Background: an optimization exercise with open tools, aiming at small area. Do not read the settings as production practice. Only simulation tests tie the RTL to the original design; equivalence was not proved. No activity file was given, so power comes from the tool's default toggle rates.

## north
==> flow/design.v (excerpt) <==
module data_checker
(
    input clock, resetn,
    output reg[19:0] ERRORS,
    output reg[ 9:0] SECONDS,
    input[255:0] AXIS_TDATA,
    input        AXIS_TVALID
);
    wire [15:0] bit_differs;
    genvar i, k;
    generate
        for (i = 0; i < 16; i = i + 1) begin : g_bit
            wire [15:0] column;
            for (k = 0; k < 16; k = k + 1) begin : g_lane
                assign column[k] = AXIS_TDATA[16*k + i];
            end
            assign bit_differs[i] = (|column) & ~(&column);
        end
    endgenerate
    wire error_beat = AXIS_TVALID & (|bit_differs);
    localparam [9:0] TIMER_INVERT = 10'b0101010101;
    localparam [9:0] TIMER_START  = 10'd1014 ^ TIMER_INVERT;
    reg  [9:0] second_timer;
    wire tick = ~|{second_timer[8], second_timer[6], second_timer[4], second_timer[2], second_timer[0]}
              & (&{second_timer[7], second_timer[5], second_timer[1]});
    always @(posedge clock) begin
        if (resetn == 0) begin
            ERRORS       <= 0;
            SECONDS      <= 0;
        end else begin
            ERRORS       <= ERRORS + error_beat;
            SECONDS      <= SECONDS + tick;
        end
        if (resetn == 0 || tick)
            second_timer <= TIMER_START;
        else
  ...
For scale: roughly 320 cells after synthesis, about 290 I/O pins, roughly 2500 um^2 of cells after synthesis.
Settings: LEC_CHECK=0, CAP_MARGIN=20, CORE_MARGIN=2, CORE_UTILIZATION=40, SLEW_MARGIN=20; clock period 3.5 ns.
standard.sh (not shown) runs the stock make flow with config.mk's settings and CLKGATE_MAP_FILE= SYNTH_SCRIPT=/design/flow/synth_recipe.tcl, a recipe that flattens the netlist after the stock synthesis.
==> flow/flow/run.sh <==
#!/bin/bash
# Standard ORFS layout with three changes:
#  - after the standard synthesis, flow/remap.py replaces its combinational logic with a
#    hand-mapped netlist of the same function (the flip-flops are kept as synthesis made them);
#  - the port buffers are the smallest buffer (buf_1) rather than buffer_ports' default cell;
#  - the clock tree uses clkbuf_8 only and no dummy loads.
set -euo pipefail
export BUFFER_PORTS_ARGS="-buffer_cell sky130_fd_sc_hd__buf_1"
export CTS_ARGS="-sink_clustering_enable -repair_clock_nets -buf_list sky130_fd_sc_hd__clkbuf_8 -root_buf sky130_fd_sc_hd__clkbuf_8 -sink_clustering_size 40 -sink_clustering_max_diameter 500 -dont_use_dummy_load"
RES="$(pwd)/orfs/results/sky130hd/data_checker/base"
bash standard.sh "$RES/1_2_yosys.v" > standard_synth.log 2>&1
cp "$RES/1_2_yosys.v" standard_1_2_yosys.v
python3 flow/remap.py standard_1_2_yosys.v "$RES/1_2_yosys.v" > remap.log 2>&1
bash standard.sh finish > standard_finish.log 2>&1
==> flow/flow/remap.py <==
#!/usr/bin/env python3
"""Replace the combinational logic of the standard synthesis netlist of data_checker with a
hand-mapped sky130hd netlist of the same function. The flip-flops (instance names, cell types,
Q nets) are kept exactly as the standard synthesis made them; only their D inputs are rewired.

usage: remap.py STANDARD_NETLIST OUT_NETLIST
"""
import re
import sys

src = open(sys.argv[1]).read()

# ---- flip-flops of the standard synthesis ----------------------------------------------------
FF = re.compile(r"(sky130_fd_sc_hd__df\w+)\s+(\\\S+\s|\S+)\s*\(\s*\.CLK\(clock\),\s*"
                r"\.D\(([^)]*)\),\s*\.Q\(([^)]*)\)\s*\);")
flops = {}
for cell, name, d, q in FF.findall(src):
    key = q.strip().lstrip("\\").strip()
    flops[key] = (cell, name.strip(), q.strip())
want = ([f"ERRORS[{i}]" for i in range(20)] + [f"SECONDS[{i}]" for i in range(10)]
        + [f"second_timer[{i}]" for i in range(10)])
assert sorted(flops) == sorted(want), sorted(flops)
n_cells = len(re.findall(r"^\s*sky130_fd_sc_hd__\w+\s", src, re.M))
assert len(re.findall(r"sky130_fd_sc_hd__df", src)) == 40

# ---- netlist builder -------------------------------------------------------------------------
cells = []
wires = []
count = [0]

OUTPIN = {"xor2": "X", "and2": "X", "and3": "X", "and4": "X", "ha": None}


def gate(kind, **pins):
    """Instantiate sky130_fd_sc_hd__<kind>_1 with input pins; return its output net."""
    count[0] += 1
    n = count[0]
    out = f"n{n}"
    wires.append(out)
    opin = "X" if kind.split("_")[0] in ("xor2", "and2", "and3", "and4", "or2") else "Y"
    conns = ", ".join(f".{p}({v})" for p, v in pins.items())
    cell = kind if re.search(r"_\d+$", kind) else kind + "_1"
    cells.append(f"  sky130_fd_sc_hd__{cell} g{n} ({conns}, .{opin}({out}));")
    return out


def qnet(reg, i):
    q = flops[f"{reg}[{i}]"][2]
    return q + " " if q.startswith("\\") else q


D = {}

# ---- reset -------------------------------------------------------------------------------------
rst = gate("inv", A="resetn")

# ---- lane comparison ---------------------------------------------------------------------------
# For each bit position, the 16 lanes agree iff the bits are all 0 or all 1.
ne = []
for i in range(16):
    z, a = [], []
    for g in range(4):
        xs = {p: f"AXIS_TDATA[{16 * (4 * g + j) + i}]" for j, p in enumerate("ABCD")}
        z.append(gate("nor4", **xs))   # group all 0
        a.append(gate("nand4", **xs))  # group not all 1
    all1 = gate("nor4", A=a[0], B=a[1], C=a[2], D=a[3])
    ne.append(gate("a41oi", A1=z[0], A2=z[1], A3=z[2], A4=z[3], B1=all1))  # bit i differs
y = [gate("nor4", A=ne[4 * j], B=ne[4 * j + 1], C=ne[4 * j + 2], D=ne[4 * j + 3]) for j in range(4)]
any_diff = gate("nand4", A=y[0], B=y[1], C=y[2], D=y[3])
enb = gate("nand2", A="AXIS_TVALID", B=any_diff)  # not an error beat
en = gate("inv", A=enb)


def ripple(reg, bits, carry):
    """Counter bits whose increment ripples from carry = ('pos'|'neg', net)."""
    pol, net = carry
    for k, i in enumerate(bits):
        q = qnet(reg, i)
        x = gate("xor2", A=q, B=net) if pol == "neg" else gate("xnor2", A=q, B=net)
        D[(reg, i)] = gate("nor2", A=rst, B=x)  # !rst & (q ^ carry)
        if k + 1 < len(bits):
            if pol == "neg":
                pol, net = "pos", gate("nor2b", A=net, B_N=q)
            else:
                pol, net = "neg", gate("nand2", A=q, B=net)


# ---- ERRORS: ripple blocks; each block's carry-in is en & (all lower bits 1) -------------------
E = [qnet("ERRORS", i) for i in range(20)]
BLOCKS = [6, 7, 7]


def nands(bits):
    """NAND gates over groups of at most 4 of bits: the bits are all 1 iff every output is 0."""
    out = []
    for j in range(0, len(bits), 4):
        grp = bits[j:j + 4]
        if len(grp) == 1:
            out.append(gate("inv", A=grp[0]))
        else:
            kind = {2: "nand2", 3: "nand3", 4: "nand4"}[len(grp)]
            out.append(gate(kind, **dict(zip("ABCD", grp))))
    return out


start = 0
G = None  # all ERRORS bits below start are 1
for b, size in enumerate(BLOCKS):
    bits = list(range(start, start + size))
    if G is None:
        cin = ("neg", enb)
    else:
        cin = ("neg", gate("nand2", A=en, B=G))
    ripple("ERRORS", bits, cin)
    if b + 1 < len(BLOCKS):
        hs = nands([E[i] for i in bits])
        if G is None:
            assert len(hs) == 2
            G = gate("nor2", A=hs[0], B=hs[1])
        elif len(hs) == 1:
            G = gate("nor2b", A=hs[0], B_N=G)
        else:
            G = gate("nor3b", A=hs[0], B=hs[1], C_N=G)
    start += size
assert start == 20

# ---- interval timer (see the RTL) ---------------------------------------------------------------
r = [qnet("second_timer", i) for i in range(10)]
TIMER_START = 1014 ^ 0b0101010101
g1 = gate("nor4", A=r[0], B=r[2], C=r[4], D=r[6])
h = gate("nand3", A=r[1], B=r[5], C=r[7])
tick = gate("nor3b", A=r[8], B=h, C_N=g1)
clrb = gate("nor2", A=rst, B=tick)
clr = gate("inv", A=clrb)
fbx = gate("xor2", A=r[9], B=r[2])
for i in range(10):
    prev = fbx if i == 0 else r[i - 1]   # next value when not cleared: !prev
    if (TIMER_START >> i) & 1:
        D[("second_timer", i)] = gate("nand2", A=clrb, B=prev)
    else:
        D[("second_timer", i)] = gate("nor2", A=clr, B=prev)

# ---- SECONDS: ripple from tick (clr equals tick whenever reset is not asserted) ---------------
ripple("SECONDS", range(10), ("neg", clrb))

# ---- write -------------------------------------------------------------------------------------
out = ["module data_checker(clock, resetn, ERRORS, SECONDS, AXIS_TDATA, AXIS_TVALID);",
       "  input clock;", "  input resetn;", "  output [19:0] ERRORS;", "  output [9:0] SECONDS;",
       "  input [255:0] AXIS_TDATA;", "  input AXIS_TVALID;",
       "  wire clock;", "  wire resetn;", "  wire [19:0] ERRORS;", "  wire [9:0] SECONDS;",
       "  wire [255:0] AXIS_TDATA;", "  wire AXIS_TVALID;"]
for i in range(10):
    out.append(f"  wire {flops[f'second_timer[{i}]'][2]} ;")
out += [f"  wire {w};" for w in wires]
out += cells
for key in want:
    cell, name, q = flops[key]
    reg, i = key[:-1].split("[")
    out.append(f"  {cell} {name} ( .CLK(clock), .D({D[(reg, int(i))]}), .Q({q} ) );")
out.append("endmodule")
open(sys.argv[2], "w").write("\n".join(out) + "\n")
print(f"remap: {n_cells} cells in the standard netlist, {len(cells) + 40} in the new one")
The flow did not stop early for north: all stages ran, and the layout cleared the timing, design-rule and antenna checks.
### north -> south
==> flow/flow/run.sh <==
#!/bin/bash
# Standard ORFS layout with two changes:
#  - after the standard synthesis, flow/remap.py replaces its combinational logic with a
#    hand-mapped netlist of the same function (the flip-flops are kept as synthesis made them);
#  - the port buffers are the smallest buffer (buf_1) rather than buffer_ports' default cell.
set -euo pipefail
export BUFFER_PORTS_ARGS="-buffer_cell sky130_fd_sc_hd__buf_1"
RES="$(pwd)/orfs/results/sky130hd/data_checker/base"
bash standard.sh "$RES/1_2_yosys.v" > standard_synth.log 2>&1
cp "$RES/1_2_yosys.v" standard_1_2_yosys.v
python3 flow/remap.py standard_1_2_yosys.v "$RES/1_2_yosys.v" > remap.log 2>&1
bash standard.sh finish > standard_finish.log 2>&1
--- a/flow/flow/remap.py
+++ b/flow/flow/remap.py
@@ -87,40 +87,11 @@
 
-# ---- ERRORS: ripple blocks; each block's carry-in is en & (all lower bits 1) -------------------
+# ---- ERRORS: blocks of 4 bits; each block's carry-in is en & (all lower bits 1) -------------------
 E = [qnet("ERRORS", i) for i in range(20)]
-BLOCKS = [6, 7, 7]
-
-
-def nands(bits):
-    """NAND gates over groups of at most 4 of bits: the bits are all 1 iff every output is 0."""
-    out = []
-    for j in range(0, len(bits), 4):
-        grp = bits[j:j + 4]
-        if len(grp) == 1:
-            out.append(gate("inv", A=grp[0]))
-        else:
-            kind = {2: "nand2", 3: "nand3", 4: "nand4"}[len(grp)]
-            out.append(gate(kind, **dict(zip("ABCD", grp))))
-    return out
-
-
-start = 0
-G = None  # all ERRORS bits below start are 1
-for b, size in enumerate(BLOCKS):
-    bits = list(range(start, start + size))
-    if G is None:
-        cin = ("neg", enb)
-    else:
-        cin = ("neg", gate("nand2", A=en, B=G))
-    ripple("ERRORS", bits, cin)
-    if b + 1 < len(BLOCKS):
-        hs = nands([E[i] for i in bits])
-        if G is None:
-            assert len(hs) == 2
-            G = gate("nor2", A=hs[0], B=hs[1])
-        elif len(hs) == 1:
-            G = gate("nor2b", A=hs[0], B_N=G)
-        else:
-            G = gate("nor3b", A=hs[0], B=hs[1], C_N=G)
-    start += size
-assert start == 20
+ripple("ERRORS", range(0, 4), ("neg", enb))
+G = gate("and4", A=E[0], B=E[1], C=E[2], D=E[3])
+for b in range(1, 5):
+    ripple("ERRORS", range(4 * b, 4 * b + 4), ("neg", gate("nand2", A=en, B=G)))
+    if b < 4:
+        h = gate("nand4", A=E[4 * b], B=E[4 * b + 1], C=E[4 * b + 2], D=E[4 * b + 3])
+        G = gate("nor2b", A=h, B_N=G)
 
Worst hold margin delta (south -> north): insignificant. Critical path depth for south is lower than for north. | aggregate routed wire length | south vs north | worse |.
> inputs changed (south -> east)
--- a/flow/flow/run.sh
+++ b/flow/flow/run.sh
@@ -7,2 +7,3 @@
 export BUFFER_PORTS_ARGS="-buffer_cell sky130_fd_sc_hd__buf_1"
+export CTS_ARGS="-sink_clustering_enable -repair_clock_nets -buf_list sky130_fd_sc_hd__clkbuf_8 -root_buf sky130_fd_sc_hd__clkbuf_8 -sink_clustering_size 40 -sink_clustering_max_diameter 500 -dont_use_dummy_load"
 RES="$(pwd)/orfs/results/sky130hd/data_checker/base"
Results
- east finished end to end and its layout was clean on timing, DRC and antenna.
- There was hardly any difference in critical path required time between east and south.
- south and east ended up with nearly the same worst endpoint data arrival time.
- [compare] base=south new=east: clock-pin slew on the worst setup and hold paths now sits at about the same level, detailed route wirelength on metal3 now sits higher, power share of the clock group now sits lower, routed wire length now sits lower, switching share of power now sits lower.
- Between south and east, the via total after detailed routing does not differ in any meaningful way.

what the ideal ports hide:
How much do the figures lean on ideal ports? The routed layouts below were timed once more, with nothing changed but the port constraints. Step 1: set_driving_cell puts a clkbuf_16 on clock and a buf_2 on each other input, an assumption about the parent block. Step 2, shift: input delay + t, output delay - t, t = (earliest + latest rising clock arrival at the registers) / 2. This alone moves slack from input paths to output paths. a / b / c = ideal ports / drivers / drivers and shift; a / b = the first two.
run | t, ns | setup WS [ns] | worst hold slack (ns) | slew at the worst register clock pin (ns) | worst data-port slew with drivers (ns)
north | 0.312 | 0.668 / 0.652 / 0.340 | 0.385 / 0.385 / 0.385 | 0.07 / 0.07 | 0.09
south | 0.327 | 0.750 / 0.750 / 0.524 | 0.384 / 0.384 / 0.384 | 0.09 / 0.09 | 0.10
east | 0.319 | 0.747 / 0.747 / 0.543 | 0.384 / 0.384 / 0.384 | 0.08 / 0.08 | 0.10
After both steps setup and hold are still met in every run listed. The setup slack of north, which loses most, moves by -0.016 ns with the drivers and by -0.328 ns with both steps.
